This is an optimization exercise on Yosys and OpenROAD, whose aim is small area, not a production implementation.
Function was checked by simulation only, so behaviour that the tests miss may differ from the original.
Power is estimated from default activity; no workload was simulated.

==> flow/design.v (outline; a module is shown in full before it is edited, if it fits) <==
// module Solve: 3803 lines
module Solve(clk, rst, halt, prepare, start, next, switcher, sw2, auto, keep, length, now, debug, dataput, dataput2, wrong, solved, fakeclick, score, wwmodi, ready
, wfresh, wcolorp, wBLOn, nnote0, wnotex, wnotey, wperc, endpass);
  // ...
==> flow/flow/run.sh <==
#!/bin/bash
# Standard layout, with the port buffers made of the smallest buffer cell
# and a clock tree of smaller buffers without dummy loads.
export BUFFER_PORTS_ARGS="-buffer_cell sky130_fd_sc_hd__buf_1"
export GPL_KEEP_OVERFLOW=0
export CTS_ARGS="-sink_clustering_enable -repair_clock_nets -dont_use_dummy_load -buf_list sky130_fd_sc_hd__clkbuf_8 -sink_clustering_size 16"
bash standard.sh > standard.log 2>&1
==> flow/standard.sh <==
#!/bin/bash
# synth_recipe.tcl (not shown) runs the flow's synth.tcl, then flattens the netlist and writes it again
# the make line also repeats each setting of config.mk as NAME=value (left out here)
make -C /OpenROAD-flow-scripts/flow DESIGN_CONFIG=/design/flow/config.mk WORK_HOME=/design/flow/orfs CLKGATE_MAP_FILE= SYNTH_SCRIPT=/design/flow/synth_recipe.tcl "${@:-finish}"
==> flow/config.mk <==
export PLATFORM = sky130hd
export DESIGN_NAME = Solve
export DESIGN_NICKNAME = Solve
export VERILOG_FILES = /design/flow/design.v
export SDC_FILE = /design/flow/constraint.sdc
export NUM_CORES = 4
export LEC_CHECK = 0
export ABC_AREA = 1
export CAP_MARGIN = 20
export CORE_MARGIN = 2
export CORE_UTILIZATION = 75
export SLEW_MARGIN = 20
export SYNTH_MEMORY_MAX_BITS = 65536
==> flow/constraint.sdc <==
create_clock -name core_clock -period 10.0 [get_ports {clk}]
set_input_delay 2.0000 -clock core_clock [delete_from_list [all_inputs] [get_ports {clk}]]
set_output_delay 2.0000 -clock core_clock [all_outputs]
set_load 0.01 [all_outputs]
==> results.toml, run 1 <==
[logic_synthesis]
avgSynthCellArea_sq_um = 6.93
ys_seq_area_share_pct = 24.5
yosysWarnings = 1
yosysTopAreaCell = "dfxtp_1"
ys_types = 68
synth-simple-area-share_pct = 23.6

[worst_setup_path]
worst-setup-path-type = "reg2out"
r2r-start = "tn[1]$_DFF_P_"
critPathRequiredTime_ns = 8.00
endpoint = "dataput[15]"

[pwr]
p_clk_share_pct = 13.5
power_sequential_w = 0.000834
power_density_nw_per_um2 = 181
largestPowerGroup = "combinational logic"
finalPower_w = 0.00257
switching_share_pct = 49.3

[global_route]
grt_pass1_wl_mm = 71.9
grt_pass1_vias = 14000

[finish]
regArea_sq_um = 3340
top_regs = "judger_now: 16 flops, judger_rm: 16 flops, tn: 16 flops"
diodes = 0
multi_input_area_sq_um = 8290

[clock_network]
root_buffer = "clkbuf_8"
clock-sinks = 142

[drt]
vias = 15000

[min_path]
worstHoldPathType = "reg2reg"

[run_status]
status = "no timing/DRC/antenna violations"

[sta]
fin_skew_ns = 0.0300
==> inputs of run 2 (changes only) <==
--- a/flow/config.mk
+++ b/flow/config.mk
@@ -8,6 +8,6 @@
 export ABC_AREA = 1
 export CAP_MARGIN = 20
 export CORE_MARGIN = 2
-export CORE_UTILIZATION = 75
+export CORE_UTILIZATION = 60
 export SLEW_MARGIN = 20
 export SYNTH_MEMORY_MAX_BITS = 65536
==> results.toml, run 2 <==
[sta]
fin_crit_ns = 9.58
hold_viol_final = 0
tightest_slew_ns = 1.15
relSlewSlack_pct = 22.6
fin_skew_ns = 0.0517
final_max_slew_viol_count = 0
timing.final.crit_share_pct = 95.8
finalSetupTns_ns = 0
rsz0062_at_grt = "false"
fin_ws_ns = 0.424
fmax_ghz = 0.104
setup-violations-final = 0

[logic_synthesis]
ys_types = 68
synth.most_common_cell = "nand2_1"
synth_edf_count = 49
ys_seq_area_share_pct = 24.5
avgSynthCellArea_sq_um = 6.93
ys_ff_latch = 142
yosysTopAreaCell = "dfxtp_1"
synth_top_area_share_pct = 13.7
synth_flop_cell = "dfxtp_1"
synthTopCellsByArea = "dfxtp_1 (14%), edfxtp_1 (11%), nand2_1 (9.4%)"
postSynth.asyncResetShare_pct = 0
yosysWarnings = 1
syn_inst = 1961
syn-cell-area_sq_um = 13600
synth_common_cells = "nand2_1 (340), inv_1 (323), nor2_1 (205)"

[run_status]
status = "no timing/DRC/antenna violations"

[finish]
area_growth_pct = 5.03
drive_gt1_share_pct = 4.52
layout_commonest_cell = "nand2_1"
final_cells = 2366
mostFrequentLayoutCells = "nand2_1 (340), inv_1 (322), nor2_1 (204)"
design_area_sq_um = 14300
top_regs = "judger_now: 16 flops, judger_rm: 16 flops, tn: 16 flops"
final_nets = 2269

[pwr]
combPwrFrac_pct = 53.6
switching_power_w = 0.00125
p_clk_share_pct = 13.6
ir_worst_vdd_v = 0.0000925
power_density_nw_per_um2 = 179
finalPower_w = 0.00255
p_leak_nw = 6.63
seq_power_share_pct = 32.8
switching_share_pct = 49.0
p_int_w = 0.00130

[min_path]
worstHoldPathType = "reg2reg"
worstHoldStart = "scorer_astate[0]$_SDFFE_PP1P_"

[drt]
vias_per_cell = 6.11
wl_met3_mm = 5.57
route.met2.wl_mm = 21.1
wl_met1_mm = 18.4
drtPass1Iterations = 6
wl_per_cell_microns = 20.2
drc_errors = 0
vias = 14500
top_layer = "met4"
antenna_left = 0
drt-total-wl_mm = 47.9
drt_iter0_markers = 1873

[global_route]
grt-ovfl-total = 0
grt_usage_pct = 39.4
grt_max_degree = 38
antenna_found_initial = 0
grt_pass1_wl_mm = 73.4
grt_pass1_vias = 13300

[clock_network]
htreeDepth = 4
cts_hold_buf = 0
root_buffer = "clkbuf_8"
cts_max_path_buffers = 2
worstSkewPairLatency_ns = 0.49
clk_pin_slew_ns = 0.07
clock-sinks = 142
cts_tree = "yes"
cts_made_buffers = 17

[floorplanning]
core_area_sq_um = 22400
die_area_sq_um = 23900
rows = 55
boundaryPins = 228
die_h_microns = 155
initial_core_util_pct = 60.6
die_w_microns = 155

[run]
drv_cap = 0

[worst_setup_path]
worst-setup-path-type = "reg2out"
setup.worst_path.end_class = "primary output"
critPathRequiredTime_ns = 8.00
cp_max_fo = 24
max_stage_delay_ns = 0.66
cp-start-kind = "flip-flop"
crit_path_top_delay_cell = "dfxtp_1"
cp-startpoint = "cur[5]$_SDFFE_PP1P_"
critPathMostFrequentCell = "fa_1"
worst_ep_arrival_time_ns = 7.58
r2r-start = "tn[1]$_DFF_P_"

[placed_design]
io_buffer_count = 189
pre_cts_ws_ns = 0.532
placed_cell_area_sq_um = 14000
placed_cells = 2345
gp_congestion = 1.02
place_hpwl_mm = 37.2
run 2: critical path, delay by kind of cell, from the launching register on:
kind,cells,cell delay (ns)
and+or+nand+nor,6,0.70
DFF,1,0.66
adders and majority gates,11,3.48
AOI/OAI and AO/OA,3,0.65
buffers and inverters,10,1.42
xor gates and xnor gates,1,0.17
run 2: power by group through the flow:
| stage | Combinational [W] | Clock, W | Sequential (W) |
|---|---|---|---|
| finish | 0.00137 | 0.000348 | 0.000836 |
| global placement | 0.00128 | 0 | 0.000836 |
| global route | 0.00150 | 0.000370 | 0.000844 |
| floorplan | 0.000966 | 0 | 0.000775 |
| CTS | 0.00132 | 0.000347 | 0.000826 |
| detailed placement | 0.00131 | 0 | 0.000835 |
run 2: per-stage QoR:
stage / hold slack [ns] / util, %
after global placement: 0.423 / 62.4
final: 0.466 / 63.6
after detailed placement: 0.451 / 62.4
after global routing: 0.485 / 63.6
after floorplan: 0.410 / -
after CTS: 0.464 / 63.5
run 2: path summary, 6_finish.rpt:
kind / end / slack (ns) / cells past startpoint
max reg2reg: waitr[3]$_SDFFE_PP0P_ / 2.34 / 34
min reg2reg: scorer_astate[0]$_SDFFE_PP1P_ / 0.47 / 1
min: scorer_astate[0]$_SDFFE_PP1P_ / 0.47 / 1
max: dataput[15] / 0.42 / 31
run 2: logic make-up after synthesis:
group	share of synthesized area [%]
fa+ha+maj	15.6
flops	24.5
simple gates	23.6
compound gates	19.1
xor+xnor	1.61
buf+inv	15.6
other cells	0.0276
run 2: layout make-up:
type                    instances  area [sq um]
clock buffers                  17           234
well taps                     285           357
inverters                     346          1310
flip-flops and latches        142          3340
diodes                          1          2.50
fillers                      2060          8160
multi-input cells            1383          8300
repair buffers                192           733
run 2: repair_timing:
action                                 4_1_cts  5_1_grt
endpoints found under the hold margin        0        0
setup endpoints to repair                    0        7
buffers inserted                             0        3
resized for setup                            0        5
run 2: metal layers:
| layer | up-vias | track usage, % |
|---|---|---|
| met2 | 1062 | 62.4 |
| met5 | - | 0 |
| met4 | 0 | 19.4 |
| met3 | 213 | 7.85 |
| li1 | 6570 | - |
| met1 | 6617 | 51.7 |
==> inputs of run 3 (changes only) <==
==> flow/flow/run.sh (replaced) <==
#!/bin/bash
# The standard layout (standard.sh: the standard synthesis and ORFS),
# with three changes to how the layout is made:
# - the port buffers are sky130_fd_sc_hd__buf_1, the smallest buffer cell;
# - global placement stays timing-driven but does not keep the resizer's
#   changes (GPL_KEEP_OVERFLOW=0); the later repair steps fix what is left;
# - the clock tree uses clkbuf_8 buffers and no dummy loads.
# ORFS writes each tool's log under orfs/logs/; make's own output goes to
# standard.log here.
export BUFFER_PORTS_ARGS="-buffer_cell sky130_fd_sc_hd__buf_1"
export GPL_KEEP_OVERFLOW=0
export CTS_ARGS="-sink_clustering_enable -repair_clock_nets -dont_use_dummy_load -buf_list sky130_fd_sc_hd__clkbuf_8 -sink_clustering_size 16"
bash standard.sh > standard.log 2>&1
==> results.toml, run 3 <==
[global_route]
grt_pass1_wl_mm = 73.4
grt_max_degree = 38
met3_usage_pct = 7.85
grt_usage_pct = 39.4
use_met1_pct = 51.7
gr-usage-met2_pct = 62.4
antenna_found_initial = 0
grt-ovfl-total = 0
grt.busiest_layer = "met2"
grt_pass1_vias = 13300

[finish]
mostFrequentLayoutCells = "nand2_1 (340), inv_1 (322), nor2_1 (204)"
final_cells = 2366
fillers = 2060
area_growth_pct = 5.03
final_nets = 2269
final_util_pct = 63.6
multi_input_area_sq_um = 8300
drive_gt1_share_pct = 4.52
top_regs = "judger_now: 16 flops, judger_rm: 16 flops, tn: 16 flops"
regArea_sq_um = 3340
layout_commonest_cell = "nand2_1"
design_area_sq_um = 14300

[min_path]
whs_path_depth = 1
worstHoldStart = "scorer_astate[0]$_SDFFE_PP1P_"
worstHoldPathType = "reg2reg"

[placed_design]
placed_cell_area_sq_um = 14000
gp_congestion = 1.02
placed_cells = 2345
pre_cts_ws_ns = 0.532
io_buffer_count = 189
place_hpwl_mm = 37.2

[logic_synthesis]
synth_edf_count = 49
syn-cell-area_sq_um = 13600
yosysTopAreaCell = "dfxtp_1"
ys_ff_latch = 142
avgSynthCellArea_sq_um = 6.93
synth_top_area_share_pct = 13.7
synth.most_common_cell = "nand2_1"
syn_inst = 1961
synth_common_cells = "nand2_1 (340), inv_1 (323), nor2_1 (205)"
ys_types = 68
postSynth.asyncResetShare_pct = 0
synth_flop_cell = "dfxtp_1"
synthTopCellsByArea = "dfxtp_1 (14%), edfxtp_1 (11%), nand2_1 (9.4%)"
yosysWarnings = 1
ys_seq_area_share_pct = 24.5

[floorplanning]
die_w_microns = 155
die_area_sq_um = 23900
initial_core_util_pct = 60.6
boundaryPins = 228
die_h_microns = 155
rows = 55
core_area_sq_um = 22400

[clock_network]
root_buffer = "clkbuf_8"
clk_pin_slew_ns = 0.07
cts_max_path_buffers = 2
worstSkewPairLatency_ns = 0.49
cts_made_buffers = 17
cts_tree = "yes"
htreeDepth = 4
clock-sinks = 142

[drt]
vias = 14500
drt_iter0_markers = 1873
wl_per_cell_microns = 20.2
drc_errors = 0
vias_per_cell = 6.11
drtPass1Iterations = 6
drt-total-wl_mm = 47.9
antenna_left = 0

[worst_setup_path]
max_stage_delay_ns = 0.66
critPathRequiredTime_ns = 8.00
r2r-start = "tn[1]$_DFF_P_"
crit_path_top_delay_cell = "dfxtp_1"
worst_ep_arrival_time_ns = 7.58
cp_num_buf_inv = 10
setup.worst_path.end_class = "primary output"
cp_max_fo = 24
crit_family = "adder cells"
reg2reg_depth = 34
worst-setup-path-type = "reg2out"
critPathMostFrequentCell = "fa_1"
cp-startpoint = "cur[5]$_SDFFE_PP1P_"
cp-start-kind = "flip-flop"
crit_cells = 31

[sta]
fmax_ghz = 0.104
hold_viol_final = 0
setup-violations-final = 0
tightest_slew_ns = 1.15
finalSetupTns_ns = 0
relSlewSlack_pct = 22.6
rsz0062_at_grt = "false"
timing.final.crit_share_pct = 95.8
fin_skew_ns = 0.0517
fin_ws_ns = 0.424
final_max_slew_viol_count = 0
fin_crit_ns = 9.58

[pwr]
power_density_nw_per_um2 = 179
p_leak_nw = 6.63
ir_worst_vdd_v = 0.0000925

[run_status]
status = "no timing/DRC/antenna violations"

[run]
drv_cap = 0
## run 3: final cells by class
type	count	area share (%)
sequential	142	23.4
multi-input combinational	1383	58.1
antenna	1	0.0175
timing repair buffer	192	5.14
clock buffer	17	1.64
inverter	346	9.19
tap	285	2.50
## run 3: layer usage
layer | wire length [microns] | vias up
met1 | 18400 | 6617
met2 | 21100 | 1062
met3 | 5570 | 213
met4 | 2790 | 0
met5 | 0 | -
li1 | - | 6570
## run 3: timing repair
item,CTS,global route
endpoints found under the setup margin,0,7
gates resized for setup,0,5
buffers inserted,0,3
hold buffers,0,0
## run 3: path summary, 6_finish.rpt
kind,to,slack (ns)
max,dataput[15],0.42
min,scorer_astate[0]$_SDFFE_PP1P_,0.47
max reg2reg,waitr[3]$_SDFFE_PP0P_,2.34
min reg2reg,scorer_astate[0]$_SDFFE_PP1P_,0.47
## run 3: kinds of logic (layout without fill, tap and decap cells)
logic type | count (synthesis) | after routing | share of synthesized area [%]
AO/OA/AOI/OAI | 442 | 442 | 19.1
XOR/XNOR | 25 | 25 | 1.61
adder cells (fa/ha/maj) | 140 | 140 | 15.6
buffers and inverters | 473 | 555 | 15.6
flip-flops | 142 | 142 | 24.5
other | 1 | 39 | 0.0276
AND/OR/NAND/NOR | 738 | 738 | 23.6
## run 3: through the flow
step / hold WS (ns) / total power, W
2_1_floorplan: 0.410 / 0.00174
3_3_place_gp: 0.423 / 0.00211
3_5_place_dp: 0.451 / 0.00215
4_1_cts: 0.464 / 0.00250
5_1_grt: 0.485 / 0.00272
6_report: 0.466 / 0.00255
## run 3: where the power goes
part           total [W]  switching (W)  internal, W
Clock           0.000348       0.000199     0.000149
Sequential      0.000836       0.000131     0.000705
Combinational    0.00137       0.000921     0.000447
Total            0.00255        0.00125      0.00130

[re-timing with driven ports]
How much do the figures lean on ideal ports? The routed layouts below were timed once more, with nothing changed but the port constraints.
Step 1 (the two cells are an assumption about what drives the block):
set clk [get_ports {clk}]
set_driving_cell -lib_cell sky130_fd_sc_hd__clkbuf_16 $clk
set_driving_cell -lib_cell sky130_fd_sc_hd__buf_2 [delete_from_list [all_inputs] $clk]
Step 2 moves the port delays by t, midway between the first and last clock arrival at a register: inputs arrive t later, outputs are due t later. That takes back most of the time a late clock gives input paths.
a / b / c = no drivers / after step 1 / after step 2; a / b = the first two.
| run | t (ns) | setup slack, ns | worst register clock-pin slew, ns | worst slew at a driven data input, ns | cell pins on the clock port's net |
|---|---|---|---|---|---|
| run 1 | 0.493 | 0.358 / 0.312 / 0.350 | 0.09 / 0.09 | 0.05 | 1 |
| run 2 | 0.510 | 0.424 / 0.375 / 0.464 | 0.10 / 0.10 | 0.10 | 1 |
| run 3 | 0.510 | 0.424 / 0.375 / 0.464 | 0.10 / 0.10 | 0.10 | 1 |
After both steps every run listed still meets setup and hold. The setup slack of run 1, which loses most, moves by -0.046 ns with the drivers and by -0.008 ns with both steps.
